Background: an optimization exercise with open tools, aiming at small area and a short achievable clock period. Do not read the settings as production practice.
Only simulation tests tie the RTL to the original design; equivalence was not proved.
Power is estimated from default activity; no workload was simulated.

`flow/config.mk`:
```
export PLATFORM = sky130hd
export DESIGN_NAME = fir_low_pass_filter
export DESIGN_NICKNAME = fir_low_pass_filter
export VERILOG_FILES = /design/flow/design.v
export SDC_FILE = /design/flow/constraint.sdc
export NUM_CORES = 4
export LEC_CHECK = 0
export CAP_MARGIN = 20
export CORE_MARGIN = 2
export CORE_UTILIZATION = 55
export CTS_BUF_LIST = sky130_fd_sc_hd__clkbuf_8 sky130_fd_sc_hd__clkbuf_16
export CTS_CLUSTER_DIAMETER = 80
export CTS_CLUSTER_SIZE = 32
export PLACE_DENSITY = 0.75
export SLEW_MARGIN = 20
export SYNTH_HIERARCHICAL = 1
```
`flow/constraint.sdc`:
```
create_clock -name core_clock -period 11.0 [get_ports {clk}]
set_input_delay 2.2000 -clock core_clock [delete_from_list [all_inputs] [get_ports {clk}]]
set_output_delay 2.2000 -clock core_clock [all_outputs]
set_load 0.01 [all_outputs]
```
`flow/design.v`:
```
`timescale 1ns/1ps
module fir_low_pass_filter(Data_out, Data_in, clk, rst);
  output [15:0] Data_out;
  input [7:0] Data_in;
  input clk, rst;
  reg [7:0] x1;
  reg [7:0] x2;
  reg [7:0] x3;
  reg [7:0] x4;
  reg [7:0] x5;
  reg [7:0] x6;
  reg [7:0] x7;
  reg [7:0] x8;
  reg [7:0] x9;
  reg [7:0] x10;
  reg [7:0] x11;
  reg [7:0] x12;
  reg [7:0] x13;
  reg [7:0] x14;
  reg [7:0] x15;
  reg [7:0] x16;
  reg [7:0] x17;
  reg [7:0] x18;
  reg [7:0] x19;
  reg [7:0] x20;
  reg [7:0] x21;
  reg [7:0] x22;
  reg [7:0] x23;
  reg [7:0] x24;
  reg [7:0] x25;
  reg [7:0] x26;
  reg [14:0] P2a;
  reg [13:0] P2b;
  reg [12:0] P2c;
  reg [15:0] Pa;
  reg [15:0] Pb;
  reg [15:0] Q;
  reg [9:0] V;
  reg [8:0] Y;
  reg [6:0] YH;
  reg [6:0] T;
  wire hs1, hc1;
  fir_ha u_ha1 (.a(x12[0]), .b(x12[3]), .s(hs1), .co(hc1));
  wire fs2, fc2;
  fir_fa u_fa2 (.a(x12[0]), .b(x12[1]), .c(x12[4]), .s(fs2), .co(fc2));
  wire fs3, fc3;
  fir_fa u_fa3 (.a(x14[0]), .b(x23[3]), .c(x25[4]), .s(fs3), .co(fc3));
  wire fs4, fc4;
  fir_fa u_fa4 (.a(x10[0]), .b(x10[2]), .c(x10[3]), .s(fs4), .co(fc4));
  wire hs5, hc5;
  fir_ha u_ha5 (.a(x25[5]), .b(x9[0]), .s(hs5), .co(hc5));
  wire fs6, fc6;
  fir_fa u_fa6 (.a(x12[1]), .b(x12[2]), .c(x12[5]), .s(fs6), .co(fc6));
  wire fs7, fc7;
  fir_fa u_fa7 (.a(x14[1]), .b(x23[4]), .c(x25[5]), .s(fs7), .co(fc7));
  wire fs8, fc8;
  fir_fa u_fa8 (.a(x10[1]), .b(x10[3]), .c(x10[4]), .s(fs8), .co(fc8));
  wire fs9, fc9;
  fir_fa u_fa9 (.a(x11[1]), .b(x11[2]), .c(x11[5]), .s(fs9), .co(fc9));
  wire fs10, fc10;
  fir_fa u_fa10 (.a(x22[5]), .b(x24[4]), .c(x26[5]), .s(fs10), .co(fc10));
  wire fs11, fc11;
  fir_fa u_fa11 (.a(x12[2]), .b(x12[3]), .c(x12[6]), .s(fs11), .co(fc11));
  wire fs12, fc12;
  fir_fa u_fa12 (.a(x14[2]), .b(x23[5]), .c(x25[6]), .s(fs12), .co(fc12));
  wire fs13, fc13;
  fir_fa u_fa13 (.a(x10[2]), .b(x10[4]), .c(x10[5]), .s(fs13), .co(fc13));
  wire fs14, fc14;
  fir_fa u_fa14 (.a(x11[2]), .b(x11[3]), .c(x11[6]), .s(fs14), .co(fc14));
  wire fs15, fc15;
  fir_fa u_fa15 (.a(x22[6]), .b(x24[5]), .c(x26[6]), .s(fs15), .co(fc15));
  wire hs16, hc16;
  fir_ha u_ha16 (.a(x25[7]), .b(x9[2]), .s(hs16), .co(hc16));
  wire fs17, fc17;
  fir_fa u_fa17 (.a(x12[3]), .b(x12[4]), .c(x12[7]), .s(fs17), .co(fc17));
  wire fs18, fc18;
  fir_fa u_fa18 (.a(x14[3]), .b(x23[6]), .c(x25[7]), .s(fs18), .co(fc18));
  wire fs19, fc19;
  fir_fa u_fa19 (.a(x10[3]), .b(x10[5]), .c(x10[6]), .s(fs19), .co(fc19));
  wire fs20, fc20;
  fir_fa u_fa20 (.a(x11[3]), .b(x11[4]), .c(x11[7]), .s(fs20), .co(fc20));
  wire fs21, fc21;
  fir_fa u_fa21 (.a(x22[7]), .b(x24[6]), .c(x26[7]), .s(fs21), .co(fc21));
  wire fs22, fc22;
  fir_fa u_fa22 (.a(x12[4]), .b(x12[5]), .c(x14[4]), .s(fs22), .co(fc22));
  wire fs23, fc23;
  fir_fa u_fa23 (.a(x10[4]), .b(x10[6]), .c(x10[7]), .s(fs23), .co(fc23));
  wire fs24, fc24;
  fir_fa u_fa24 (.a(x12[1]), .b(x23[0]), .c(x25[1]), .s(fs24), .co(fc24));
  wire fs25, fc25;
  fir_fa u_fa25 (.a(x12[2]), .b(x23[1]), .c(x25[2]), .s(fs25), .co(fc25));
  wire fs26, fc26;
  fir_fa u_fa26 (.a(x10[0]), .b(x10[1]), .c(x11[2]), .s(fs26), .co(fc26));
  wire fs27, fc27;
  fir_fa u_fa27 (.a(x23[2]), .b(x25[3]), .c(x25[4]), .s(fs27), .co(fc27));
  wire fs28, fc28;
  fir_fa u_fa28 (.a(x10[1]), .b(x10[2]), .c(x11[0]), .s(fs28), .co(fc28));
  wire fs29, fc29;
  fir_fa u_fa29 (.a(x11[3]), .b(x22[3]), .c(x24[2]), .s(fs29), .co(fc29));
  wire fs30, fc30;
  fir_fa u_fa30 (.a(x11[0]), .b(x11[1]), .c(x11[4]), .s(fs30), .co(fc30));
  wire fs31, fc31;
  fir_fa u_fa31 (.a(x22[4]), .b(x24[3]), .c(x26[4]), .s(fs31), .co(fc31));
  wire fs32, fc32;
  fir_fa u_fa32 (.a(hc1), .b(hs5), .c(fs2), .s(fs32), .co(fc32));
  wire hs33, hc33;
  fir_han u_ha33 (.a(x7[3]), .b(x7[5]), .s(hs33), .co(hc33));
  wire fs34, fc34;
  fir_fa u_fa34 (.a(x25[6]), .b(x9[1]), .c(hc5), .s(fs34), .co(fc34));
  wire fs35, fc35;
  fir_fa u_fa35 (.a(x7[4]), .b(x7[6]), .c(fc4), .s(fs35), .co(fc35));
  wire fs36, fc36;
  fir_fa u_fa36 (.a(fc2), .b(fc3), .c(fs6), .s(fs36), .co(fc36));
  wire fs37, fc37;
  fir_fa u_fa37 (.a(fs10), .b(fs8), .c(fs9), .s(fs37), .co(fc37));
  wire fs38, fc38;
  fir_fa u_fa38 (.a(hs16), .b(fc6), .c(fc7), .s(fs38), .co(fc38));
  wire fs39, fc39;
  fir_fa u_fa39 (.a(x7[5]), .b(x7[7]), .c(fc10), .s(fs39), .co(fc39));
  wire fs40, fc40;
  fir_fa u_fa40 (.a(fc8), .b(fc9), .c(fs13), .s(fs40), .co(fc40));
  wire fs41, fc41;
  fir_fa u_fa41 (.a(fs11), .b(fs12), .c(~fs14), .s(fs41), .co(fc41));
  wire fs42, fc42;
  fir_fa u_fa42 (.a(x9[3]), .b(hc16), .c(fc11), .s(fs42), .co(fc42));
  wire fs43, fc43;
  fir_fa u_fa43 (.a(x7[6]), .b(fc13), .c(fc14), .s(fs43), .co(fc43));
  wire fs44, fc44;
  fir_fa u_fa44 (.a(fc12), .b(fs17), .c(fs18), .s(fs44), .co(fc44));
  wire fs45, fc45;
  fir_fa u_fa45 (.a(fc15), .b(fs19), .c(fs20), .s(fs45), .co(fc45));
  wire fs46, fc46;
  fir_fa u_fa46 (.a(x11[4]), .b(x11[5]), .c(x24[7]), .s(fs46), .co(fc46));
  wire fs47, fc47;
  fir_fa u_fa47 (.a(x23[7]), .b(x9[4]), .c(fc17), .s(fs47), .co(fc47));
  wire fs48, fc48;
  fir_fa u_fa48 (.a(x7[7]), .b(fc19), .c(fc20), .s(fs48), .co(fc48));
  wire fs49, fc49;
  fir_fa u_fa49 (.a(fc18), .b(~fc21), .c(fs22), .s(fs49), .co(fc49));
  wire fs50, fc50;
  fir_fa u_fa50 (.a(x12[5]), .b(x12[6]), .c(x14[5]), .s(fs50), .co(fc50));
  wire fs51, fc51;
  fir_fa u_fa51 (.a(x10[5]), .b(x10[7]), .c(x11[5]), .s(fs51), .co(fc51));
  wire hs52, hc52;
  fir_ha u_ha52 (.a(x9[5]), .b(fc22), .s(hs52), .co(hc52));
  wire hs53, hc53;
  fir_ha u_ha53 (.a(x12[6]), .b(x12[7]), .s(hs53), .co(hc53));
  wire hs54, hc54;
  fir_ha u_ha54 (.a(x12[0]), .b(x25[0]), .s(hs54), .co(hc54));
  wire fs55, fc55;
  fir_fa u_fa55 (.a(x10[0]), .b(x11[1]), .c(x22[1]), .s(fs55), .co(fc55));
  wire fs56, fc56;
  fir_fa u_fa56 (.a(x24[0]), .b(x26[1]), .c(x7[0]), .s(fs56), .co(fc56));
  wire fs57, fc57;
  fir_fa u_fa57 (.a(x22[2]), .b(x24[1]), .c(x26[2]), .s(fs57), .co(fc57));
  wire fs58, fc58;
  fir_fa u_fa58 (.a(x25[3]), .b(fc24), .c(fs25), .s(fs58), .co(fc58));
  wire hs59, hc59;
  fir_han u_ha59 (.a(x7[1]), .b(x7[3]), .s(hs59), .co(hc59));
  wire fs60, fc60;
  fir_fa u_fa60 (.a(x26[3]), .b(x7[2]), .c(x7[4]), .s(fs60), .co(fc60));
  wire fs61, fc61;
  fir_fa u_fa61 (.a(hs1), .b(fc25), .c(fs27), .s(fs61), .co(fc61));
  wire fs62, fc62;
  fir_fa u_fa62 (.a(fc26), .b(fs28), .c(fs29), .s(fs62), .co(fc62));
  wire fs63, fc63;
  fir_fa u_fa63 (.a(hs33), .b(fc27), .c(fs3), .s(fs63), .co(fc63));
  wire fs64, fc64;
  fir_fa u_fa64 (.a(fc28), .b(fc29), .c(fs30), .s(fs64), .co(fc64));
  wire fs65, fc65;
  fir_fa u_fa65 (.a(fs31), .b(fs4), .c(~fs32), .s(fs65), .co(fc65));
  wire fs66, fc66;
  fir_fa u_fa66 (.a(hc33), .b(fs7), .c(fs34), .s(fs66), .co(fc66));
  wire fs67, fc67;
  fir_fa u_fa67 (.a(fc30), .b(fc31), .c(fs35), .s(fs67), .co(fc67));
  wire fs68, fc68;
  fir_fa u_fa68 (.a(fc32), .b(fs36), .c(~fs37), .s(fs68), .co(fc68));
  wire fs69, fc69;
  fir_fa u_fa69 (.a(fc34), .b(fc36), .c(fs38), .s(fs69), .co(fc69));
  wire fs70, fc70;
  fir_fa u_fa70 (.a(fs15), .b(fc35), .c(fc37), .s(fs70), .co(fc70));
  wire fs71, fc71;
  fir_fa u_fa71 (.a(fs39), .b(fs40), .c(~fs41), .s(fs71), .co(fc71));
  wire fs72, fc72;
  fir_fa u_fa72 (.a(fc38), .b(fc41), .c(fs42), .s(fs72), .co(fc72));
  wire fs73, fc73;
  fir_fa u_fa73 (.a(fs21), .b(fc39), .c(fc40), .s(fs73), .co(fc73));
  wire fs74, fc74;
  fir_fa u_fa74 (.a(fs43), .b(~fs44), .c(fs45), .s(fs74), .co(fc74));
  wire fs75, fc75;
  fir_fa u_fa75 (.a(fs23), .b(fs46), .c(fc43), .s(fs75), .co(fc75));
  wire fs76, fc76;
  fir_fa u_fa76 (.a(fc42), .b(fc44), .c(fs47), .s(fs76), .co(fc76));
  wire fs77, fc77;
  fir_fa u_fa77 (.a(fc45), .b(fs48), .c(~fs49), .s(fs77), .co(fc77));
  wire fs78, fc78;
  fir_fa u_fa78 (.a(x11[6]), .b(fc23), .c(fc46), .s(fs78), .co(fc78));
  wire fs79, fc79;
  fir_fa u_fa79 (.a(fs50), .b(hs52), .c(fc47), .s(fs79), .co(fc79));
  wire fs80, fc80;
  fir_fa u_fa80 (.a(fs51), .b(fc48), .c(~fc49), .s(fs80), .co(fc80));
  wire fs81, fc81;
  fir_fa u_fa81 (.a(x10[6]), .b(x11[6]), .c(x11[7]), .s(fs81), .co(fc81));
  wire fs82, fc82;
  fir_fa u_fa82 (.a(x14[6]), .b(x9[6]), .c(hs53), .s(fs82), .co(fc82));
  wire fs83, fc83;
  fir_fa u_fa83 (.a(fc50), .b(~fc51), .c(hc52), .s(fs83), .co(fc83));
  wire fs84, fc84;
  fir_fa u_fa84 (.a(x12[7]), .b(x14[7]), .c(x9[7]), .s(fs84), .co(fc84));
  wire hs85, hc85;
  fir_han u_ha85 (.a(x10[7]), .b(x11[7]), .s(hs85), .co(hc85));
  wire fs86, fc86;
  fir_fa u_fa86 (.a(x11[0]), .b(x22[0]), .c(x26[0]), .s(fs86), .co(fc86));
  wire fs87, fc87;
  fir_fa u_fa87 (.a(x25[2]), .b(hc54), .c(fs24), .s(fs87), .co(fc87));
  wire hs88, hc88;
  fir_han u_ha88 (.a(x7[2]), .b(fs55), .s(hs88), .co(hc88));
  wire fs89, fc89;
  fir_fa u_fa89 (.a(fc55), .b(fc56), .c(fs26), .s(fs89), .co(fc89));
  wire fs90, fc90;
  fir_fa u_fa90 (.a(hs59), .b(~fs57), .c(fs58), .s(fs90), .co(fc90));
  wire fs91, fc91;
  fir_fa u_fa91 (.a(hc59), .b(fc58), .c(fs61), .s(fs91), .co(fc91));
  wire fs92, fc92;
  fir_fa u_fa92 (.a(fc57), .b(fs60), .c(fs62), .s(fs92), .co(fc92));
  wire fs93, fc93;
  fir_fa u_fa93 (.a(fc60), .b(fc62), .c(fs64), .s(fs93), .co(fc93));
  wire fs94, fc94;
  fir_fa u_fa94 (.a(fc61), .b(fs63), .c(~fs65), .s(fs94), .co(fc94));
  wire fs95, fc95;
  fir_fa u_fa95 (.a(fc64), .b(fc65), .c(fs67), .s(fs95), .co(fc95));
  wire fs96, fc96;
  fir_fa u_fa96 (.a(fc63), .b(fs66), .c(fs68), .s(fs96), .co(fc96));
  wire fs97, fc97;
  fir_fa u_fa97 (.a(fc66), .b(fc68), .c(fs69), .s(fs97), .co(fc97));
  wire fs98, fc98;
  fir_fa u_fa98 (.a(fc67), .b(fs70), .c(fs71), .s(fs98), .co(fc98));
  wire fs99, fc99;
  fir_fa u_fa99 (.a(fc70), .b(fc71), .c(fs73), .s(fs99), .co(fc99));
  wire fs100, fc100;
  fir_fa u_fa100 (.a(fc69), .b(fs72), .c(~fs74), .s(fs100), .co(fc100));
  wire fs101, fc101;
  fir_fa u_fa101 (.a(fc73), .b(fs75), .c(fc74), .s(fs101), .co(fc101));
  wire fs102, fc102;
  fir_fa u_fa102 (.a(fc72), .b(fs76), .c(~fs77), .s(fs102), .co(fc102));
  wire fs103, fc103;
  fir_fa u_fa103 (.a(fs78), .b(fc75), .c(fc77), .s(fs103), .co(fc103));
  wire fs104, fc104;
  fir_fa u_fa104 (.a(fc76), .b(fs79), .c(~fs80), .s(fs104), .co(fc104));
  wire fs105, fc105;
  fir_fa u_fa105 (.a(fs82), .b(fs83), .c(fc79), .s(fs105), .co(fc105));
  wire fs106, fc106;
  fir_fa u_fa106 (.a(fs81), .b(fc78), .c(fc80), .s(fs106), .co(fc106));
  wire fs107, fc107;
  fir_fa u_fa107 (.a(hc53), .b(hs85), .c(fs84), .s(fs107), .co(fc107));
  wire fs108, fc108;
  fir_fa u_fa108 (.a(~fc81), .b(fc82), .c(fc83), .s(fs108), .co(fc108));
  wire hs109, hc109;
  fir_ha u_ha109 (.a(x25[1]), .b(hs54), .s(hs109), .co(hc109));
  wire fs110, fc110;
  fir_fa u_fa110 (.a(fc86), .b(fs56), .c(~hs88), .s(fs110), .co(fc110));
  wire fs111, fc111;
  fir_fa u_fa111 (.a(hc88), .b(fc87), .c(fs90), .s(fs111), .co(fc111));
  wire fs112, fc112;
  fir_fa u_fa112 (.a(~fc89), .b(fc90), .c(fs91), .s(fs112), .co(fc112));
  wire fs113, fc113;
  fir_fa u_fa113 (.a(~fc91), .b(fc92), .c(fs93), .s(fs113), .co(fc113));
  wire fs114, fc114;
  fir_fa u_fa114 (.a(fc93), .b(~fc94), .c(fs95), .s(fs114), .co(fc114));
  wire fs115, fc115;
  fir_fa u_fa115 (.a(~fc95), .b(fc96), .c(fs97), .s(fs115), .co(fc115));
  wire fs116, fc116;
  fir_fa u_fa116 (.a(~fc97), .b(fc98), .c(fs99), .s(fs116), .co(fc116));
  wire fs117, fc117;
  fir_fa u_fa117 (.a(fc99), .b(~fc100), .c(fs101), .s(fs117), .co(fc117));
  wire fs118, fc118;
  fir_fa u_fa118 (.a(fc101), .b(~fc102), .c(fs103), .s(fs118), .co(fc118));
  wire fs119, fc119;
  fir_fa u_fa119 (.a(~fs105), .b(fs106), .c(fc103), .s(fs119), .co(fc119));
  wire fs120, fc120;
  fir_fa u_fa120 (.a(fs107), .b(fs108), .c(fc105), .s(fs120), .co(fc120));
  wire fs121, fc121;
  fir_fa u_fa121 (.a(hc85), .b(fc84), .c(fc107), .s(fs121), .co(fc121));
  wire hs122, hc122;
  fir_ha u_ha122 (.a(P2a[3]), .b(P2b[3]), .s(hs122), .co(hc122));
  wire fs123, fc123;
  fir_fa u_fa123 (.a(P2a[4]), .b(x14[1]), .c(x14[2]), .s(fs123), .co(fc123));
  wire fs124, fc124;
  fir_fa u_fa124 (.a(x16[0]), .b(x16[3]), .c(x17[2]), .s(fs124), .co(fc124));
  wire fs125, fc125;
  fir_fa u_fa125 (.a(P2b[5]), .b(x14[0]), .c(x14[2]), .s(fs125), .co(fc125));
  wire fs126, fc126;
  fir_fa u_fa126 (.a(x14[3]), .b(x16[1]), .c(x16[4]), .s(fs126), .co(fc126));
  wire fs127, fc127;
  fir_fa u_fa127 (.a(x17[3]), .b(x17[5]), .c(x2[4]), .s(fs127), .co(fc127));
  wire fs128, fc128;
  fir_fa u_fa128 (.a(P2a[6]), .b(P2c[5]), .c(x14[1]), .s(fs128), .co(fc128));
  wire fs129, fc129;
  fir_fa u_fa129 (.a(x14[3]), .b(x14[4]), .c(x16[2]), .s(fs129), .co(fc129));
  wire fs130, fc130;
  fir_fa u_fa130 (.a(x16[5]), .b(x17[4]), .c(x17[6]), .s(fs130), .co(fc130));
  wire hs131, hc131;
  fir_ha u_ha131 (.a(x2[5]), .b(x9[2]), .s(hs131), .co(hc131));
  wire fs132, fc132;
  fir_fa u_fa132 (.a(P2a[7]), .b(P2b[7]), .c(x14[2]), .s(fs132), .co(fc132));
  wire fs133, fc133;
  fir_fa u_fa133 (.a(x14[4]), .b(x14[5]), .c(x16[3]), .s(fs133), .co(fc133));
  wire fs134, fc134;
  fir_fa u_fa134 (.a(x16[6]), .b(x17[5]), .c(x17[7]), .s(fs134), .co(fc134));
  wire fs135, fc135;
  fir_fa u_fa135 (.a(x2[6]), .b(x9[3]), .c(x9[6]), .s(fs135), .co(fc135));
  wire fs136, fc136;
  fir_fa u_fa136 (.a(P2c[7]), .b(x14[3]), .c(x14[5]), .s(fs136), .co(fc136));
  wire fs137, fc137;
  fir_fa u_fa137 (.a(x14[6]), .b(x16[4]), .c(x16[7]), .s(fs137), .co(fc137));
  wire fs138, fc138;
  fir_fa u_fa138 (.a(x17[6]), .b(x2[7]), .c(x9[4]), .s(fs138), .co(fc138));
  wire hs139, hc139;
  fir_han u_ha139 (.a(P2a[8]), .b(P2b[8]), .s(hs139), .co(hc139));
  wire fs140, fc140;
  fir_fa u_fa140 (.a(P2b[9]), .b(P2c[8]), .c(x14[4]), .s(fs140), .co(fc140));
  wire fs141, fc141;
  fir_fa u_fa141 (.a(x14[6]), .b(x14[7]), .c(x16[5]), .s(fs141), .co(fc141));
  wire hs142, hc142;
  fir_ha u_ha142 (.a(P2a[1]), .b(P2b[1]), .s(hs142), .co(hc142));
  wire fs143, fc143;
  fir_fa u_fa143 (.a(P2c[1]), .b(x14[0]), .c(x16[1]), .s(fs143), .co(fc143));
  wire fs144, fc144;
  fir_fa u_fa144 (.a(x17[0]), .b(x17[2]), .c(x2[1]), .s(fs144), .co(fc144));
  wire fs145, fc145;
  fir_fa u_fa145 (.a(x14[0]), .b(x14[1]), .c(x16[2]), .s(fs145), .co(fc145));
  wire fs146, fc146;
  fir_fa u_fa146 (.a(x17[1]), .b(x17[3]), .c(x2[2]), .s(fs146), .co(fc146));
  wire hs147, hc147;
  fir_ha u_ha147 (.a(x9[2]), .b(hs122), .s(hs147), .co(hc147));
  wire fs148, fc148;
  fir_fa u_fa148 (.a(x17[4]), .b(x2[3]), .c(x9[0]), .s(fs148), .co(fc148));
  wire fs149, fc149;
  fir_fa u_fa149 (.a(x9[3]), .b(hc122), .c(fs123), .s(fs149), .co(fc149));
  wire fs150, fc150;
  fir_fa u_fa150 (.a(P2b[4]), .b(P2c[3]), .c(~fs124), .s(fs150), .co(fc150));
  wire fs151, fc151;
  fir_fa u_fa151 (.a(x9[1]), .b(x9[4]), .c(fc123), .s(fs151), .co(fc151));
  wire fs152, fc152;
  fir_fa u_fa152 (.a(fc124), .b(fs125), .c(fs126), .s(fs152), .co(fc152));
  wire fs153, fc153;
  fir_fa u_fa153 (.a(P2a[5]), .b(P2c[4]), .c(~fs127), .s(fs153), .co(fc153));
  wire fs154, fc154;
  fir_fa u_fa154 (.a(x9[5]), .b(hs131), .c(fc125), .s(fs154), .co(fc154));
  wire fs155, fc155;
  fir_fa u_fa155 (.a(fc126), .b(fc127), .c(fs128), .s(fs155), .co(fc155));
  wire fs156, fc156;
  fir_fa u_fa156 (.a(~P2b[6]), .b(fs129), .c(fs130), .s(fs156), .co(fc156));
  wire fs157, fc157;
  fir_fa u_fa157 (.a(hc131), .b(fc128), .c(fc129), .s(fs157), .co(fc157));
  wire fs158, fc158;
  fir_fa u_fa158 (.a(fc130), .b(fs132), .c(fs133), .s(fs158), .co(fc158));
  wire fs159, fc159;
  fir_fa u_fa159 (.a(~P2c[6]), .b(fs134), .c(fs135), .s(fs159), .co(fc159));
  wire fs160, fc160;
  fir_fa u_fa160 (.a(x9[7]), .b(hs139), .c(fc132), .s(fs160), .co(fc160));
  wire fs161, fc161;
  fir_fa u_fa161 (.a(fc133), .b(fc134), .c(fc135), .s(fs161), .co(fc161));
  wire fs162, fc162;
  fir_fa u_fa162 (.a(fs136), .b(fs137), .c(fs138), .s(fs162), .co(fc162));
  wire fs163, fc163;
  fir_fa u_fa163 (.a(x17[7]), .b(x9[5]), .c(hc139), .s(fs163), .co(fc163));
  wire fs164, fc164;
  fir_fa u_fa164 (.a(fc136), .b(fc137), .c(fc138), .s(fs164), .co(fc164));
  wire fs165, fc165;
  fir_fa u_fa165 (.a(~P2a[9]), .b(fs140), .c(fs141), .s(fs165), .co(fc165));
  wire fs166, fc166;
  fir_fa u_fa166 (.a(P2b[10]), .b(P2c[9]), .c(x14[5]), .s(fs166), .co(fc166));
  wire fs167, fc167;
  fir_fa u_fa167 (.a(x14[7]), .b(x16[6]), .c(x9[6]), .s(fs167), .co(fc167));
  wire fs168, fc168;
  fir_fa u_fa168 (.a(~P2a[10]), .b(fc140), .c(fc141), .s(fs168), .co(fc168));
  wire fs169, fc169;
  fir_fa u_fa169 (.a(P2b[11]), .b(P2c[10]), .c(x14[6]), .s(fs169), .co(fc169));
  wire hs170, hc170;
  fir_ha u_ha170 (.a(x16[7]), .b(x9[7]), .s(hs170), .co(hc170));
  wire fs171, fc171;
  fir_fa u_fa171 (.a(x16[0]), .b(x17[1]), .c(x2[0]), .s(fs171), .co(fc171));
  wire fs172, fc172;
  fir_fa u_fa172 (.a(x9[1]), .b(hc142), .c(fs143), .s(fs172), .co(fc172));
  wire hs173, hc173;
  fir_han u_ha173 (.a(P2a[2]), .b(P2b[2]), .s(hs173), .co(hc173));
  wire fs174, fc174;
  fir_fa u_fa174 (.a(fc143), .b(fc144), .c(fs145), .s(fs174), .co(fc174));
  wire fs175, fc175;
  fir_fa u_fa175 (.a(~P2c[2]), .b(fs146), .c(hs147), .s(fs175), .co(fc175));
  wire fs176, fc176;
  fir_fa u_fa176 (.a(fc145), .b(fc146), .c(fs148), .s(fs176), .co(fc176));
  wire fs177, fc177;
  fir_fa u_fa177 (.a(hc147), .b(fs149), .c(~fs150), .s(fs177), .co(fc177));
  wire fs178, fc178;
  fir_fa u_fa178 (.a(fc148), .b(fc149), .c(fs151), .s(fs178), .co(fc178));
  wire fs179, fc179;
  fir_fa u_fa179 (.a(fc150), .b(~fs152), .c(fs153), .s(fs179), .co(fc179));
  wire fs180, fc180;
  fir_fa u_fa180 (.a(fc151), .b(fc152), .c(fs154), .s(fs180), .co(fc180));
  wire fs181, fc181;
  fir_fa u_fa181 (.a(~fc153), .b(fs155), .c(fs156), .s(fs181), .co(fc181));
  wire fs182, fc182;
  fir_fa u_fa182 (.a(fc154), .b(fc155), .c(fc156), .s(fs182), .co(fc182));
  wire fs183, fc183;
  fir_fa u_fa183 (.a(fs157), .b(fs158), .c(fs159), .s(fs183), .co(fc183));
  wire fs184, fc184;
  fir_fa u_fa184 (.a(fc157), .b(fc158), .c(fc159), .s(fs184), .co(fc184));
  wire fs185, fc185;
  fir_fa u_fa185 (.a(fs160), .b(fs161), .c(fs162), .s(fs185), .co(fc185));
  wire fs186, fc186;
  fir_fa u_fa186 (.a(fs163), .b(fc160), .c(fc161), .s(fs186), .co(fc186));
  wire fs187, fc187;
  fir_fa u_fa187 (.a(fc162), .b(fs164), .c(fs165), .s(fs187), .co(fc187));
  wire fs188, fc188;
  fir_fa u_fa188 (.a(fs166), .b(fs167), .c(fc163), .s(fs188), .co(fc188));
  wire fs189, fc189;
  fir_fa u_fa189 (.a(fc164), .b(fc165), .c(fs168), .s(fs189), .co(fc189));
  wire fs190, fc190;
  fir_fa u_fa190 (.a(hs170), .b(fc166), .c(fc167), .s(fs190), .co(fc190));
  wire fs191, fc191;
  fir_fa u_fa191 (.a(~P2a[11]), .b(fs169), .c(fc168), .s(fs191), .co(fc191));
  wire fs192, fc192;
  fir_fa u_fa192 (.a(P2a[12]), .b(P2c[11]), .c(x14[7]), .s(fs192), .co(fc192));
  wire fs193, fc193;
  fir_fa u_fa193 (.a(~P2b[12]), .b(hc170), .c(fc169), .s(fs193), .co(fc193));
  wire hs194, hc194;
  fir_han u_ha194 (.a(P2a[13]), .b(P2b[13]), .s(hs194), .co(hc194));
  wire hs195, hc195;
  fir_ha u_ha195 (.a(1'b0), .b(P2b[0]), .s(hs195), .co(hc195));
  wire fs196, fc196;
  fir_fa u_fa196 (.a(x9[0]), .b(hs142), .c(fs171), .s(fs196), .co(fc196));
  wire fs197, fc197;
  fir_fa u_fa197 (.a(hs173), .b(fc171), .c(fs144), .s(fs197), .co(fc197));
  wire fs198, fc198;
  fir_fa u_fa198 (.a(hc173), .b(fc172), .c(fs174), .s(fs198), .co(fc198));
  wire fs199, fc199;
  fir_fa u_fa199 (.a(fc174), .b(fs176), .c(fc175), .s(fs199), .co(fc199));
  wire fs200, fc200;
  fir_fa u_fa200 (.a(fc176), .b(fc177), .c(fs178), .s(fs200), .co(fc200));
  wire fs201, fc201;
  fir_fa u_fa201 (.a(fc178), .b(fs180), .c(fs181), .s(fs201), .co(fc201));
  wire fs202, fc202;
  fir_fa u_fa202 (.a(fc180), .b(fc181), .c(fs182), .s(fs202), .co(fc202));
  wire fs203, fc203;
  fir_fa u_fa203 (.a(fc182), .b(fc183), .c(fs184), .s(fs203), .co(fc203));
  wire fs204, fc204;
  fir_fa u_fa204 (.a(fc184), .b(fs186), .c(fc185), .s(fs204), .co(fc204));
  wire fs205, fc205;
  fir_fa u_fa205 (.a(fs188), .b(fc186), .c(fc187), .s(fs205), .co(fc205));
  wire fs206, fc206;
  fir_fa u_fa206 (.a(fs190), .b(fc188), .c(fc189), .s(fs206), .co(fc206));
  wire fs207, fc207;
  fir_fa u_fa207 (.a(fs192), .b(fc190), .c(fs193), .s(fs207), .co(fc207));
  wire fs208, fc208;
  fir_fa u_fa208 (.a(hs194), .b(fc192), .c(fc193), .s(fs208), .co(fc208));
  wire fs209, fc209;
  fir_fa u_fa209 (.a(1'b0), .b(1'b0), .c(hc194), .s(fs209), .co(fc209));
  wire hs210, hc210;
  fir_ha u_ha210 (.a(1'b0), .b(1'b0), .s(hs210), .co(hc210));
  wire hs211, hc211;
  fir_ha u_ha211 (.a(x17[0]), .b(hs195), .s(hs211), .co(hc211));
  wire fs212, fc212;
  fir_fa u_fa212 (.a(~P2c[0]), .b(hc195), .c(fs196), .s(fs212), .co(fc212));
  wire fs213, fc213;
  fir_fa u_fa213 (.a(fc196), .b(fs172), .c(fs197), .s(fs213), .co(fc213));
  wire fs214, fc214;
  fir_fa u_fa214 (.a(fc197), .b(fs175), .c(fs198), .s(fs214), .co(fc214));
  wire fs215, fc215;
  fir_fa u_fa215 (.a(fc198), .b(fs177), .c(fs199), .s(fs215), .co(fc215));
  wire fs216, fc216;
  fir_fa u_fa216 (.a(~fs179), .b(fc199), .c(fs200), .s(fs216), .co(fc216));
  wire fs217, fc217;
  fir_fa u_fa217 (.a(~fc179), .b(fc200), .c(fs201), .s(fs217), .co(fc217));
  wire fs218, fc218;
  fir_fa u_fa218 (.a(fs183), .b(fc201), .c(fs202), .s(fs218), .co(fc218));
  wire fs219, fc219;
  fir_fa u_fa219 (.a(fs185), .b(fc202), .c(fs203), .s(fs219), .co(fc219));
  wire fs220, fc220;
  fir_fa u_fa220 (.a(fs187), .b(fc203), .c(fs204), .s(fs220), .co(fc220));
  wire fs221, fc221;
  fir_fa u_fa221 (.a(fs189), .b(fc204), .c(fs205), .s(fs221), .co(fc221));
  wire fs222, fc222;
  fir_fa u_fa222 (.a(fs191), .b(fs206), .c(fc205), .s(fs222), .co(fc222));
  wire fs223, fc223;
  fir_fa u_fa223 (.a(fc191), .b(fs207), .c(fc206), .s(fs223), .co(fc223));
  wire fs224, fc224;
  fir_fa u_fa224 (.a(~P2c[12]), .b(fc207), .c(fs208), .s(fs224), .co(fc224));
  wire fs225, fc225;
  fir_fa u_fa225 (.a(~P2a[14]), .b(fs209), .c(fc208), .s(fs225), .co(fc225));
  wire fs226, fc226;
  fir_fa u_fa226 (.a(1'b0), .b(hs210), .c(fc209), .s(fs226), .co(fc226));
  wire hs227, hc227;
  fir_han u_ha227 (.a(Pa[2]), .b(Pb[2]), .s(hs227), .co(hc227));
  wire fs228, fc228;
  fir_fa u_fa228 (.a(Pa[3]), .b(Pb[3]), .c(x1[1]), .s(fs228), .co(fc228));
  wire fs229, fc229;
  fir_fa u_fa229 (.a(Pa[4]), .b(Pb[4]), .c(x1[2]), .s(fs229), .co(fc229));
  wire fs230, fc230;
  fir_fa u_fa230 (.a(Pa[5]), .b(Pb[5]), .c(x1[3]), .s(fs230), .co(fc230));
  wire fs231, fc231;
  fir_fa u_fa231 (.a(Pa[6]), .b(Pb[6]), .c(x1[4]), .s(fs231), .co(fc231));
  wire fs232, fc232;
  fir_fa u_fa232 (.a(Pa[7]), .b(Pb[7]), .c(x1[5]), .s(fs232), .co(fc232));
  wire fs233, fc233;
  fir_fa u_fa233 (.a(Pa[8]), .b(Pb[8]), .c(x1[6]), .s(fs233), .co(fc233));
  wire fs234, fc234;
  fir_fa u_fa234 (.a(Pa[9]), .b(Pb[9]), .c(x1[7]), .s(fs234), .co(fc234));
  wire hs235, hc235;
  fir_ha u_ha235 (.a(x2[0]), .b(hs227), .s(hs235), .co(hc235));
  wire fs236, fc236;
  fir_fa u_fa236 (.a(x2[1]), .b(hc227), .c(~fs228), .s(fs236), .co(fc236));
  wire fs237, fc237;
  fir_fa u_fa237 (.a(~x2[2]), .b(fc228), .c(fs229), .s(fs237), .co(fc237));
  wire fs238, fc238;
  fir_fa u_fa238 (.a(~x2[3]), .b(fc229), .c(fs230), .s(fs238), .co(fc238));
  wire fs239, fc239;
  fir_fa u_fa239 (.a(~x2[4]), .b(fc230), .c(fs231), .s(fs239), .co(fc239));
  wire fs240, fc240;
  fir_fa u_fa240 (.a(~x2[5]), .b(fc231), .c(fs232), .s(fs240), .co(fc240));
  wire fs241, fc241;
  fir_fa u_fa241 (.a(~x2[6]), .b(fc232), .c(fs233), .s(fs241), .co(fc241));
  wire fs242, fc242;
  fir_fa u_fa242 (.a(~x2[7]), .b(fc233), .c(fs234), .s(fs242), .co(fc242));
  wire fs243, fc243;
  fir_fa u_fa243 (.a(Pa[10]), .b(Pb[10]), .c(fc234), .s(fs243), .co(fc243));
  wire hs244, hc244;
  fir_han u_ha244 (.a(Pa[11]), .b(Pb[11]), .s(hs244), .co(hc244));
  wire hs245, hc245;
  fir_han u_ha245 (.a(Pa[12]), .b(Pb[12]), .s(hs245), .co(hc245));
  wire hs246, hc246;
  fir_han u_ha246 (.a(Pa[13]), .b(Pb[13]), .s(hs246), .co(hc246));
  wire hs247, hc247;
  fir_han u_ha247 (.a(Pa[14]), .b(Pb[14]), .s(hs247), .co(hc247));
  wire hs248, hc248;
  fir_han u_ha248 (.a(Pa[15]), .b(Pb[15]), .s(hs248), .co(hc248));
  wire [15:0] Q_sum;
  fir_add16 u_Q_add (.a({hc247, hc246, hc245, hc244, hs244, ~fc242, ~fc241, ~fc240, ~fc239, ~fc238, ~fc237, fc236, hc235, ~x1[0], ~Pa[1], Pa[0]}), .b({hs248, hs247, hs246, hs245, ~fc243, ~fs243, ~fs242, ~fs241, ~fs240, ~fs239, ~fs238, ~fs237, fs236, hs235, ~Pb[1], ~Pb[0]}), .s(Q_sum));
  wire [9:0] V_n;
  fir_mul3 u_v (.d(Data_in), .v(V_n));
  wire [15:0] R;
  fir_add16 u_r_add (.a(Q), .b({6'd0, V}), .s(R));
  wire [9:0] L_n;
  wire [6:0] K;
  fir_ones7 u_ones (.a(R[15:9]), .k(K));
  fir_addlo u_lo_add (.r(R[8:0]), .d(Data_in), .y(L_n));
  wire C9;
  fir_gt8 u_c9 (.a(Data_in), .b(~R[8:1]), .gt(C9));
  wire rst_n;
  fir_inv u_rst_n (.a(rst), .y(rst_n));
  reg rq, rqn;
  always @(posedge clk) begin
    rq <= rst;
    rqn <= ~rst;
  end
  always @(posedge clk) begin
    if (rst) begin
      V[0] <= 1'h0;
      V[1] <= 1'h0;
      V[2] <= 1'h0;
      V[3] <= 1'h0;
      V[4] <= 1'h0;
      V[5] <= 1'h0;
      V[6] <= 1'h0;
      V[7] <= 1'h0;
      V[8] <= 1'h0;
      V[9] <= 1'h0;
      Y[0] <= 1'h0;
      Y[1] <= 1'h0;
      Y[2] <= 1'h0;
      Y[3] <= 1'h0;
      Y[4] <= 1'h0;
      Y[5] <= 1'h0;
      Y[6] <= 1'h0;
      Y[7] <= 1'h0;
      Y[8] <= 1'h0;
      YH[0] <= 1'h0;
      YH[1] <= 1'h0;
      YH[2] <= 1'h0;
      YH[3] <= 1'h0;
      YH[4] <= 1'h0;
      YH[5] <= 1'h0;
      YH[6] <= 1'h0;
      T[0] <= 1'h0;
      T[1] <= 1'h0;
      T[2] <= 1'h0;
      T[3] <= 1'h0;
      T[4] <= 1'h0;
      T[5] <= 1'h0;
      T[6] <= 1'h0;
    end else begin
      V[0] <= V_n[0];
      V[1] <= V_n[1];
      V[2] <= V_n[2];
      V[3] <= V_n[3];
      V[4] <= V_n[4];
      V[5] <= V_n[5];
      V[6] <= V_n[6];
      V[7] <= V_n[7];
      V[8] <= V_n[8];
      V[9] <= V_n[9];
      Y[0] <= L_n[0];
      Y[1] <= L_n[1];
      Y[2] <= L_n[2];
      Y[3] <= L_n[3];
      Y[4] <= L_n[4];
      Y[5] <= L_n[5];
      Y[6] <= L_n[6];
      Y[7] <= L_n[7];
      Y[8] <= L_n[8];
      YH[0] <= R[9];
      YH[1] <= R[10];
      YH[2] <= R[11];
      YH[3] <= R[12];
      YH[4] <= R[13];
      YH[5] <= R[14];
      YH[6] <= R[15];
      T[0] <= (C9 & K[0]);
      T[1] <= (C9 & K[1]);
      T[2] <= (C9 & K[2]);
      T[3] <= (C9 & K[3]);
      T[4] <= (C9 & K[4]);
      T[5] <= (C9 & K[5]);
      T[6] <= (C9 & K[6]);
    end
  end
  always @(posedge clk) begin
    if (!rst_n) begin
      x1 <= 8'hff;
    end else begin
      x1 <= ~Data_in;
    end
  end
  always @(posedge clk) begin
    if (rst | rq) begin
      Q[0] <= 1'h0;
      Q[1] <= 1'h0;
      Q[2] <= 1'h0;
      Q[3] <= 1'h0;
      Q[4] <= 1'h0;
      Q[5] <= 1'h0;
      Q[6] <= 1'h0;
      Q[7] <= 1'h0;
      Q[8] <= 1'h0;
      Q[9] <= 1'h0;
      Q[10] <= 1'h0;
      Q[11] <= 1'h0;
      Q[12] <= 1'h0;
      Q[13] <= 1'h0;
      Q[14] <= 1'h0;
      Q[15] <= 1'h0;
    end else begin
      Q[0] <= Q_sum[0];
      Q[1] <= Q_sum[1];
      Q[2] <= Q_sum[2];
      Q[3] <= Q_sum[3];
      Q[4] <= Q_sum[4];
      Q[5] <= Q_sum[5];
      Q[6] <= Q_sum[6];
      Q[7] <= Q_sum[7];
      Q[8] <= Q_sum[8];
      Q[9] <= Q_sum[9];
      Q[10] <= Q_sum[10];
      Q[11] <= Q_sum[11];
      Q[12] <= Q_sum[12];
      Q[13] <= Q_sum[13];
      Q[14] <= Q_sum[14];
      Q[15] <= Q_sum[15];
    end
  end
  always @(posedge clk) begin
    if (rq) begin
      x2 <= 8'h0;
      x4 <= 8'h0;
      x6 <= 8'h0;
      x9 <= 8'h0;
      x12 <= 8'h0;
      x14 <= 8'h0;
      x16 <= 8'h0;
      x17 <= 8'h0;
      x19 <= 8'h0;
      x21 <= 8'h0;
      x23 <= 8'h0;
      x25 <= 8'h0;
      P2a[1] <= 1'h0;
      P2a[3] <= 1'h0;
      P2a[4] <= 1'h0;
      P2a[6] <= 1'h0;
      P2a[7] <= 1'h0;
      P2a[12] <= 1'h0;
      P2b[0] <= 1'h0;
      P2b[1] <= 1'h0;
      P2b[3] <= 1'h0;
      P2b[5] <= 1'h0;
      P2b[7] <= 1'h0;
      P2b[9] <= 1'h0;
      P2b[10] <= 1'h0;
      P2b[11] <= 1'h0;
      P2c[1] <= 1'h0;
      P2c[5] <= 1'h0;
      P2c[7] <= 1'h0;
      P2c[8] <= 1'h0;
      P2c[9] <= 1'h0;
      P2c[10] <= 1'h0;
      P2c[11] <= 1'h0;
      Pa[0] <= 1'h0;
    end else begin
      x2 <= ~x1;
      x4 <= ~x3;
      x6 <= ~x5;
      x9 <= ~x8;
      x12 <= ~x11;
      x14 <= ~x13;
      x16 <= ~x15;
      x17 <= x16;
      x19 <= ~x18;
      x21 <= ~x20;
      x23 <= ~x22;
      x25 <= ~x24;
      P2a[1] <= ~x7[1];
      P2a[3] <= ~fs89;
      P2a[4] <= ~fs92;
      P2a[6] <= ~fc113;
      P2a[7] <= ~fs98;
      P2a[12] <= ~fc106;
      P2b[0] <= ~x7[0];
      P2b[1] <= ~fs86;
      P2b[3] <= ~fc110;
      P2b[5] <= ~fs113;
      P2b[7] <= ~fc114;
      P2b[9] <= ~fc116;
      P2b[10] <= ~fc117;
      P2b[11] <= ~fc118;
      P2c[1] <= ~fs110;
      P2c[5] <= ~fs114;
      P2c[7] <= ~fs116;
      P2c[8] <= ~fs117;
      P2c[9] <= ~fs118;
      P2c[10] <= ~fs119;
      P2c[11] <= ~fc119;
      Pa[0] <= ~P2a[0];
    end
  end
  always @(posedge clk) begin
    if (!rqn) begin
      x3 <= 8'hff;
      x5 <= 8'hff;
      x7 <= 8'hff;
      x8 <= 8'hff;
      x10 <= 8'hff;
      x11 <= 8'hff;
      x13 <= 8'hff;
      x15 <= 8'hff;
      x18 <= 8'hff;
      x20 <= 8'hff;
      x22 <= 8'hff;
      x24 <= 8'hff;
      x26 <= 8'hff;
      P2a[0] <= 1'h1;
      P2a[2] <= 1'h1;
      P2a[5] <= 1'h1;
      P2a[8] <= 1'h1;
      P2a[9] <= 1'h1;
      P2a[10] <= 1'h1;
      P2a[11] <= 1'h1;
      P2a[13] <= 1'h1;
      P2a[14] <= 1'h1;
      P2b[2] <= 1'h1;
      P2b[4] <= 1'h1;
      P2b[6] <= 1'h1;
      P2b[8] <= 1'h1;
      P2b[12] <= 1'h1;
      P2b[13] <= 1'h1;
      P2c[0] <= 1'h1;
      P2c[2] <= 1'h1;
      P2c[3] <= 1'h1;
      P2c[4] <= 1'h1;
      P2c[6] <= 1'h1;
      P2c[12] <= 1'h1;
      Pa[1] <= 1'h1;
      Pa[2] <= 1'h1;
      Pa[3] <= 1'h1;
      Pa[4] <= 1'h1;
      Pa[5] <= 1'h1;
      Pa[6] <= 1'h1;
      Pa[7] <= 1'h1;
      Pa[8] <= 1'h1;
      Pa[9] <= 1'h1;
      Pa[10] <= 1'h1;
      Pa[11] <= 1'h1;
      Pa[12] <= 1'h1;
      Pa[13] <= 1'h1;
      Pa[14] <= 1'h1;
      Pa[15] <= 1'h1;
      Pb[0] <= 1'h1;
      Pb[1] <= 1'h1;
      Pb[2] <= 1'h1;
      Pb[3] <= 1'h1;
      Pb[4] <= 1'h1;
      Pb[5] <= 1'h1;
      Pb[6] <= 1'h1;
      Pb[7] <= 1'h1;
      Pb[8] <= 1'h1;
      Pb[9] <= 1'h1;
      Pb[10] <= 1'h1;
      Pb[11] <= 1'h1;
      Pb[12] <= 1'h1;
      Pb[13] <= 1'h1;
      Pb[14] <= 1'h1;
      Pb[15] <= 1'h1;
    end else begin
      x3 <= ~x2;
      x5 <= ~x4;
      x7 <= ~x6;
      x8 <= x7;
      x10 <= ~x9;
      x11 <= x10;
      x13 <= ~x12;
      x15 <= ~x14;
      x18 <= ~x17;
      x20 <= ~x19;
      x22 <= ~x21;
      x24 <= ~x23;
      x26 <= ~x25;
      P2a[0] <= ~x25[0];
      P2a[2] <= ~hc109;
      P2a[5] <= ~fc112;
      P2a[8] <= ~fs100;
      P2a[9] <= ~fs102;
      P2a[10] <= ~fs104;
      P2a[11] <= ~fc104;
      P2a[13] <= ~fs121;
      P2a[14] <= ~fc121;
      P2b[2] <= ~fs87;
      P2b[4] <= ~fc111;
      P2b[6] <= ~fs96;
      P2b[8] <= ~fc115;
      P2b[12] <= ~fs120;
      P2b[13] <= ~fc108;
      P2c[0] <= ~hs109;
      P2c[2] <= ~fs111;
      P2c[3] <= ~fs112;
      P2c[4] <= ~fs94;
      P2c[6] <= ~fs115;
      P2c[12] <= ~fc120;
      Pa[1] <= ~hc211;
      Pa[2] <= ~fc212;
      Pa[3] <= ~fc213;
      Pa[4] <= ~fc214;
      Pa[5] <= ~fc215;
      Pa[6] <= ~fc216;
      Pa[7] <= ~fc217;
      Pa[8] <= ~fc218;
      Pa[9] <= ~fc219;
      Pa[10] <= ~fc220;
      Pa[11] <= ~fc221;
      Pa[12] <= ~fc222;
      Pa[13] <= ~fs224;
      Pa[14] <= ~fc224;
      Pa[15] <= ~fs226;
      Pb[0] <= ~hs211;
      Pb[1] <= ~fs212;
      Pb[2] <= ~fs213;
      Pb[3] <= ~fs214;
      Pb[4] <= ~fs215;
      Pb[5] <= ~fs216;
      Pb[6] <= ~fs217;
      Pb[7] <= ~fs218;
      Pb[8] <= ~fs219;
      Pb[9] <= ~fs220;
      Pb[10] <= ~fs221;
      Pb[11] <= ~fs222;
      Pb[12] <= ~fs223;
      Pb[13] <= ~fc223;
      Pb[14] <= ~fs225;
      Pb[15] <= ~fc225;
    end
  end
  assign Data_out = {YH ^ T, Y};
endmodule
module fir_fa(a, b, c, s, co);
  input a, b, c;
  output s, co;
  assign s = a ^ b ^ c;
  assign co = (a & b) | (a & c) | (b & c);
endmodule
module fir_ha(a, b, s, co);
  input a, b;
  output s, co;
  assign s = a ^ b;
  assign co = a & b;
endmodule
module fir_han(a, b, s, co);
  input a, b;
  output s, co;
  assign s = a ^ b;
  assign co = ~(a | b);
endmodule
module fir_add16(a, b, s);
  input [15:0] a;
  input [15:0] b;
  output [15:0] s;
 wire [15:0] g0 = a & b;
 wire [15:0] p0 = a ^ b;
 wire G1 = g0[1] | (p0[1] & g0[0]);
 wire P1 = p0[1] & p0[0];
 wire G2 = g0[3] | (p0[3] & g0[2]);
 wire P2 = p0[3] & p0[2];
 wire G3 = g0[5] | (p0[5] & g0[4]);
 wire P3 = p0[5] & p0[4];
 wire G4 = g0[7] | (p0[7] & g0[6]);
 wire P4 = p0[7] & p0[6];
 wire G5 = g0[9] | (p0[9] & g0[8]);
 wire P5 = p0[9] & p0[8];
 wire G6 = g0[11] | (p0[11] & g0[10]);
 wire P6 = p0[11] & p0[10];
 wire G7 = g0[13] | (p0[13] & g0[12]);
 wire P7 = p0[13] & p0[12];
 wire G8 = g0[15] | (p0[15] & g0[14]);
 wire P8 = p0[15] & p0[14];
 wire G9 = G2 | (P2 & G1);
 wire P9 = P2 & P1;
 wire G10 = G4 | (P4 & G3);
 wire P10 = P4 & P3;
 wire G11 = G6 | (P6 & G5);
 wire P11 = P6 & P5;
 wire G12 = G8 | (P8 & G7);
 wire P12 = P8 & P7;
 wire G13 = G10 | (P10 & G9);
 wire P13 = P10 & P9;
 wire G14 = G12 | (P12 & G11);
 wire P14 = P12 & P11;
 wire G15 = G14 | (P14 & G13);
 wire P15 = P14 & P13;
 wire G16 = g0[2] | (p0[2] & G1);
 wire P16 = p0[2] & P1;
 wire G17 = g0[4] | (p0[4] & G9);
 wire P17 = p0[4] & P9;
 wire G18 = G3 | (P3 & G9);
 wire P18 = P3 & P9;
 wire G19 = g0[6] | (p0[6] & G18);
 wire P19 = p0[6] & P18;
 wire G20 = g0[8] | (p0[8] & G13);
 wire P20 = p0[8] & P13;
 wire G21 = G5 | (P5 & G13);
 wire P21 = P5 & P13;
 wire G22 = g0[10] | (p0[10] & G21);
 wire P22 = p0[10] & P21;
 wire G23 = G11 | (P11 & G13);
 wire P23 = P11 & P13;
 wire G24 = g0[12] | (p0[12] & G23);
 wire P24 = p0[12] & P23;
 wire G25 = G7 | (P7 & G23);
 wire P25 = P7 & P23;
 wire G26 = g0[14] | (p0[14] & G25);
 wire P26 = p0[14] & P25;
  assign s = {(p0[15] ^ G26), (p0[14] ^ G25), (p0[13] ^ G24), (p0[12] ^ G23), (p0[11] ^ G22), (p0[10] ^ G21), (p0[9] ^ G20), (p0[8] ^ G13), (p0[7] ^ G19), (p0[6] ^ G18), (p0[5] ^ G17), (p0[4] ^ G9), (p0[3] ^ G16), (p0[2] ^ G1), (p0[1] ^ g0[0]), p0[0]};
endmodule
module fir_inv(a, y);
  input a;
  output y;
  assign y = ~a;
endmodule
module fir_mul3(d, v);
  input [7:0] d;
  output [9:0] v;
  assign v = {2'd0, d} + {1'd0, d, 1'b0};
endmodule
module fir_addlo(r, d, y);
  input [8:0] r;
  input [7:0] d;
  output [9:0] y;
  assign y = {1'b0, r} + {1'b0, d, 1'b0};
endmodule
module fir_addlot(r, d, k, y, t);
  input [8:0] r;
  input [7:0] d;
  input [6:0] k;
  output [9:0] y;
  output [6:0] t;
  assign y = {1'b0, r} + {1'b0, d, 1'b0};
  assign t = {7{y[9]}} & k;
endmodule
module fir_gt8(a, b, gt);
  input [7:0] a, b;
  output gt;
  assign gt = a > b;
endmodule
module fir_ones7(a, k);
  input [6:0] a;
  output [6:0] k;
  assign k = {&a[5:0], &a[4:0], &a[3:0], &a[2:0], &a[1:0], a[0], 1'b1};
endmodule
module fir_inc7(a, y);
  input [6:0] a;
  output [6:0] y;
  assign y = a + 7'd1;
endmodule
```
`flow/flow/run.sh`:
```
#!/bin/bash
set -euo pipefail
export BUFFER_PORTS_ARGS="-buffer_cell sky130_fd_sc_hd__buf_4"
export CTS_ARGS="-sink_clustering_enable -repair_clock_nets -sink_clustering_size 32 -sink_clustering_max_diameter 80 -buf_list {sky130_fd_sc_hd__clkbuf_8 sky130_fd_sc_hd__clkbuf_16} -dont_use_dummy_load"
bash standard.sh finish > layout.log 2>&1
```
`flow/standard.sh`:
```
#!/bin/bash
# synth_recipe.tcl (not shown) runs the flow's synth.tcl, then flattens the netlist and writes it again
# the make line also repeats each setting of config.mk as NAME=value (left out here)
make -C /OpenROAD-flow-scripts/flow DESIGN_CONFIG=/design/flow/config.mk WORK_HOME=/design/flow/orfs CLKGATE_MAP_FILE= SYNTH_SCRIPT=/design/flow/synth_recipe.tcl "${@:-finish}"
```
==> results of run 1 <==
==> power breakdown <==
| part | switching, µW | total (µW) | leakage, µW | internal, µW |
|---|---|---|---|---|
| registers | 17.6 | 1240 | 0.00270 | 1230 |
| clock network | 354 | 616 | 0.000197 | 262 |
| logic | 108 | 198 | 0.00473 | 90.0 |
==> path summary, 6_finish.rpt <==
path / to / startpoint / slack [ps]
worst min register to register: x20[2] / x19[2] / 310
worst min-delay path: x20[2] / x19[2] / 310
worst max register to register: T[4] / V[0] / 7540
worst max-delay path: T[4] / V[0] / 7540
==> registers in the layout, summed over array words and instances, names as in the netlist, 9 cells and up <==
signal and cells:
P2a 14, P2b 14, P2c 13, Pa 16, Pb 16, Q 16, V 10, Y 9
==> through the flow <==
step	std cells	power, µW
detailed placement	1703	1470
CTS	1719	2080
global route	1719	2150
global placement	1703	1460
floorplan	1334	1420
finish	1719	2060
==> layer usage <==
layer,GRT usage (%),share of wire (%),up-vias
li1,-,-,4023
met1,24.9,44,4233
met2,34.3,50,107
met3,2.63,2.9,52
met4,5.69,3.0,0
met5,0,0,-
==> cell type report <==
class | instances | area share [%]
clock buffer | 16 | 2.41
inverter | 146 | 3.30
multi-input combinational | 814 | 50.1
sequential | 332 | 40.1
tap | 384 | 2.89
timing repair buffer | 27 | 1.22
==> worst max-delay path, stage by stage (launching register included) <==
cell and delay (ps):
dfxtp_1 320, ha_1 140, inv_1 40, fa_1 410
nand2b_1 200, a21oi_2 260, nand2b_4 190, a21boi_1 70
fa_1 480, inv_1 60, inv_1 50, inv_1 30
ha_1 310, a21oi_1 170, o21ai_0 140, o22a_1 290
and3b_1 220
==> flow_summary.json, run 1 <==
{
  "status": "timing/DRC/antenna clean",
  "cap_viol_max_count": 0,
  "post_synth_inst_count": 1321,
  "total_clock_buffers_created_by_cts": 16,
  "finish.utilization_pct": 58.3,
  "multi_input_area_um2": 8320,
  "path_class": "reg2reg",
  "place_congestion": 0.861,
  "globalRouteTotalUtil_pct": 19.4,
  "tritoncts": "built",
  "final-setup-viol-count": 0,
  "max-slew-margin-rel_pct": 33.5,
  "place.detailed.hpwl_mm": 20.7,
  "synth_area_um2": 15800,
  "core_rows": 62,
  "ctsLongestPathBuffers": 3,
  "first_drt_iteration_drcs": 480,
  "syn_area_per_cell_um2": 12.0,
  "fin_nets": 1664,
  "min_path_cells": 1,
  "crit_arrival_ps": 3830,
  "via_count": 8415,
  "grt_max_degree": 100,
  "cts_root_buffer": "clkbuf_16",
  "drt_pass_1_iters": 4,
  "maxClockFrequency_mhz": 289,
  "place_area_um2": 16200,
  "grt_setup_unrepaired": "false",
  "cts.hold.buffers_added": 0,
  "clkLatencyLatePin_ps": 520,
  "floorplan.core_area_um2": 28500,
  "drc": 0,
  "tritoncts_num_sinks": 332,
  "critical_path_peak_fanout": 7,
  "cts_resized": 0,
  "timing.setup.tns_ps": 0,
  "io-pin-count": 26,
  "route.detailed.vias_per_inst": 4.90,
  "die_height_um": 174,
  "timing.clock.skew_ps": 57.7,
  "register_area_um2": 6650,
  "critPathLaunchType": "flip-flop",
  "drtAntennaViolNets": 0,
  "period_share_pct": 31.4,
  "detail_route.wirelength_mm": 27.3,
  "finalWorstPathRequiredPeriod_ps": 3460,
  "area_growth_syn_to_layout_pct": 5.04,
  "vdd_ir_drop_max_mv": 0.165,
  "finalHoldWorstSlack_ps": 308,
  "route.detailed.wl_per_inst_um": 15.9,
  "place_worst_setup_slack_ps": 7240,
  "hold_path.class": "reg2reg",
  "synth_warnings": 7,
  "globalRouteOverflowTotal": 0,
  "drive_above_1_share_pct": 5.02,
  "finalWorstSetupSlack_ps": 7540,
  "most_frequent_standard_cell_in_the_layout_excluding_fill_and_tap_cells": "dfxtp_1",
  "antenna-diode-count": 0,
  "placement.io_buffers": 25,
  "initial_utilization_pct": 55.5,
  "mostFrequentLayoutCells": "330 x dfxtp_1, 237 x fa_1, 160 x nand2_1, 145 x inv_1, 119 x nor2_1",
  "fillerInstances": 2280,
  "timing.critical_path.to_type": "flip-flop",
  "die_area_um2": 30100,
  "cts_htree_levels": 1,
  "grt_first_pass_wirelength_mm": 46.3,
  "floorplan.die.width_um": 174,
  "postCtsSetupRepairBufs": 0,
  "finalHoldViolCount": 0,
  "power-per-cell-area_nw_per_um2": 124,
  "worst-slew-pin-transition_ps": 998,
  "static-leakage-power_uw": 0.00763,
  "number_of_antenna_violations_at_the_first_check_in_global_routing": 0,
  "required_time_of_the_worst_setup_path_ps": 11370,
  "layout.cell_area.non_filler_um2": 16600,
  "grt_pass1_vias": 9246,
  "report.final.slew_viol_count": 0,
  "r2r.worst_path.cells": 16,
  "cts.clk_slew.worst_paths_ps": 110
}
==> run 2: changes to the inputs <==
--- a/flow/config.mk
+++ b/flow/config.mk
@@ -7,10 +7,10 @@
 export LEC_CHECK = 0
 export CAP_MARGIN = 20
 export CORE_MARGIN = 2
-export CORE_UTILIZATION = 55
+export CORE_UTILIZATION = 65
 export CTS_BUF_LIST = sky130_fd_sc_hd__clkbuf_8 sky130_fd_sc_hd__clkbuf_16
 export CTS_CLUSTER_DIAMETER = 80
 export CTS_CLUSTER_SIZE = 32
-export PLACE_DENSITY = 0.75
+export PLACE_DENSITY = 0.85
 export SLEW_MARGIN = 20
 export SYNTH_HIERARCHICAL = 1
==> flow_summary.json, run 2 <==
{
  "status": "timing/DRC/antenna clean",
  "cts_root_buffer": "clkbuf_16",
  "stage_delay_of_the_slowest_cell_on_the_critical_path_ps": 490,
  "largest_registers": "Pa: 16 flops, Pb: 16 flops, Q: 16 flops",
  "fin_nets": 1664,
  "crit_arrival_ps": 3730,
  "r2r.worst_path.cells": 16,
  "worst-slew-pin-transition_ps": 938,
  "period_share_pct": 30.5,
  "crit-reg2reg-capture": "T[5]",
  "path_class": "reg2reg",
  "critPathLaunchType": "flip-flop",
  "antenna-diode-count": 0,
  "cts_resized": 0,
  "finalWorstPathRequiredPeriod_ps": 3360,
  "globalRouteOverflowTotal": 0,
  "die_area_um2": 25600,
  "via_count": 8598,
  "timing.setup.tns_ps": 0,
  "hp-start": "x20[4]",
  "ctsLongestPathBuffers": 3,
  "place.detailed.hpwl_mm": 21.7,
  "grt_first_pass_wirelength_mm": 48.1,
  "synth_area_um2": 15800,
  "detail_route.wirelength_mm": 28.5,
  "postCtsSetupRepairBufs": 0,
  "cts.clk_slew.worst_paths_ps": 110,
  "io-pin-count": 26,
  "max-slew-margin-rel_pct": 37.5,
  "report.final.slew_viol_count": 0,
  "place_congestion": 0.910,
  "number_of_antenna_violations_at_the_first_check_in_global_routing": 1,
  "crit_path_start": "Q[0]",
  "required_time_of_the_worst_setup_path_ps": 11370,
  "crit-reg2reg-launch": "Q[0]",
  "drtAntennaViolNets": 0,
  "clkLatencyLatePin_ps": 520,
  "floorplan.die.width_um": 160,
  "drt_pass_1_iters": 4,
  "cap_viol_max_count": 0,
  "drc": 0,
  "worst_path_max_delay_cell": "fa_1",
  "power_uw": 2060,
  "tritoncts": "built",
  "grt_max_degree": 88,
  "min_path_cells": 1,
  "timing.clock.skew_ps": 51.5,
  "static-leakage-power_uw": 0.00763,
  "mostFrequentLayoutCells": "330 x dfxtp_1, 237 x fa_1, 160 x nand2_1, 145 x inv_1, 119 x nor2_1",
  "power-per-cell-area_nw_per_um2": 125,
  "first_drt_iteration_drcs": 528,
  "grt_setup_unrepaired": "false",
  "globalRouteTotalUtil_pct": 24.1,
  "library_cell_appearing_most_often_on_the_critical_path": "inv_1",
  "crit_path_end": "T[5]",
  "route.detailed.wl_per_inst_um": 17.2,
  "most_frequent_standard_cell_in_the_layout_excluding_fill_and_tap_cells": "dfxtp_1",
  "core_rows": 57,
  "total_clock_buffers_created_by_cts": 16,
  "initial_utilization_pct": 65.6,
  "grt_pass1_vias": 9724,
  "vdd_ir_drop_max_mv": 0.144,
  "area_growth_syn_to_layout_pct": 4.57,
  "cts.hold.buffers_added": 0,
  "cts_htree_levels": 1,
  "layout.cell_area.non_filler_um2": 16500,
  "syn_area_per_cell_um2": 12.0,
  "hold_path.class": "reg2reg",
  "placement.io_buffers": 25,
  "route.detailed.vias_per_inst": 5.18,
  "final-setup-viol-count": 0,
  "floorplan.core_area_um2": 24100,
  "place_area_um2": 16100,
  "worstPathCellList": "ha_1 > inv_1 > fa_1 > nand2b_1 > a21oi_2 > nand2b_4 > a21boi_1 > fa_1 > inv_1 > inv_1 > inv_1 > ha_1 > a21oi_1 > o21ai_0 > o22a_1 > and3b_1",
  "post_synth_inst_count": 1321,
  "r2r_slack_ps": 7640,
  "maxClockFrequency_mhz": 298,
  "critical_path_peak_fanout": 7,
  "timing.critical_path.to_type": "flip-flop",
  "die_height_um": 160,
  "synth_warnings": 7,
  "tritoncts_num_sinks": 332,
  "finalHoldViolCount": 0,
  "drive_above_1_share_pct": 5.02
}
==> run 2: critical path, delay by kind of cell (launching register included) <==
family	cells	cell delay, ps
DFF	1	320
and+or+nand+nor	3	590
buffers and inverters	4	180
adders and majority gates	4	1330
AOI/OAI and AO/OA	5	830
==> run 2: final cells by class <==
| class | instances | area [µm²] |
|---|---|---|
| sequential | 332 | 6650 |
| multi-input combinational | 814 | 8320 |
| inverter | 146 | 548 |
| fill | 1699 | 7580 |
| tap | 324 | 405 |
| clock buffer | 16 | 400 |
| timing repair buffer | 27 | 203 |
==> run 2: routing by layer <==
layer	GRT usage (%)	share of wire, %
met1	28.7	40
met2	45.0	53
met4	8.56	4.0
met5	0	0.046
met3	3.17	3.1
==> run 2: worst min-delay path by stage <==
| stage | slack [ps] | end |
|---|---|---|
| 4_1_cts | 340 | x21[4] |
| 2_1_floorplan | 340 | x20[0] |
| 6_report | 330 | x21[4] |
| 3_5_place_dp | 350 | x5[1] |
| 5_1_grt | 350 | x21[4] |
| 3_3_place_gp | 340 | x5[1] |
==> run 2: per-stage QoR <==
step,util (%),hold WS [ps],cells,setup WS [ps]
floorplan,-,343,1334,7530
global placement,66.9,345,1643,7270
detailed placement,66.9,349,1643,7240
CTS,68.6,337,1659,7620
global route,68.6,349,1659,7370
finish,68.6,331,1659,7640
==> run 2: where the power goes <==
group / switching [µW] / total, µW / internal (µW)
clock: 352 / 615 / 263
combinational: 109 / 200 / 90.8
sequential: 17.9 / 1240 / 1230

## separate check: timing with driven ports
Ports are ideal in the flow. The routed layouts listed here were re-timed in OpenROAD.
Step 1, drivers: a clkbuf_16 drives clk and a buf_2 each remaining input, both assumed.
Step 2 moves the port delays by t, midway between the first and last clock arrival at a register: inputs arrive t later, outputs are due t later. That takes back most of the time a late clock gives input paths.
a / b / c = ideal / step 1 / step 2; a / b = the first two.
run | t, ns | slack for setup (ns) | hold slack, ns | worst setup path at the end | pins driven straight from the clock port
run 1 | 0.541 | 7.541 / 7.541 / 7.224 | 0.308 / 0.308 / 0.308 | input to register | 1
run 2 | 0.536 | 7.641 / 7.641 / 7.214 | 0.331 / 0.331 / 0.331 | input to register | 1
After both steps setup and hold are still met in every run listed. The setup slack of run 2, which loses most, moves by 0.000 ns with the drivers and by -0.427 ns with both steps.
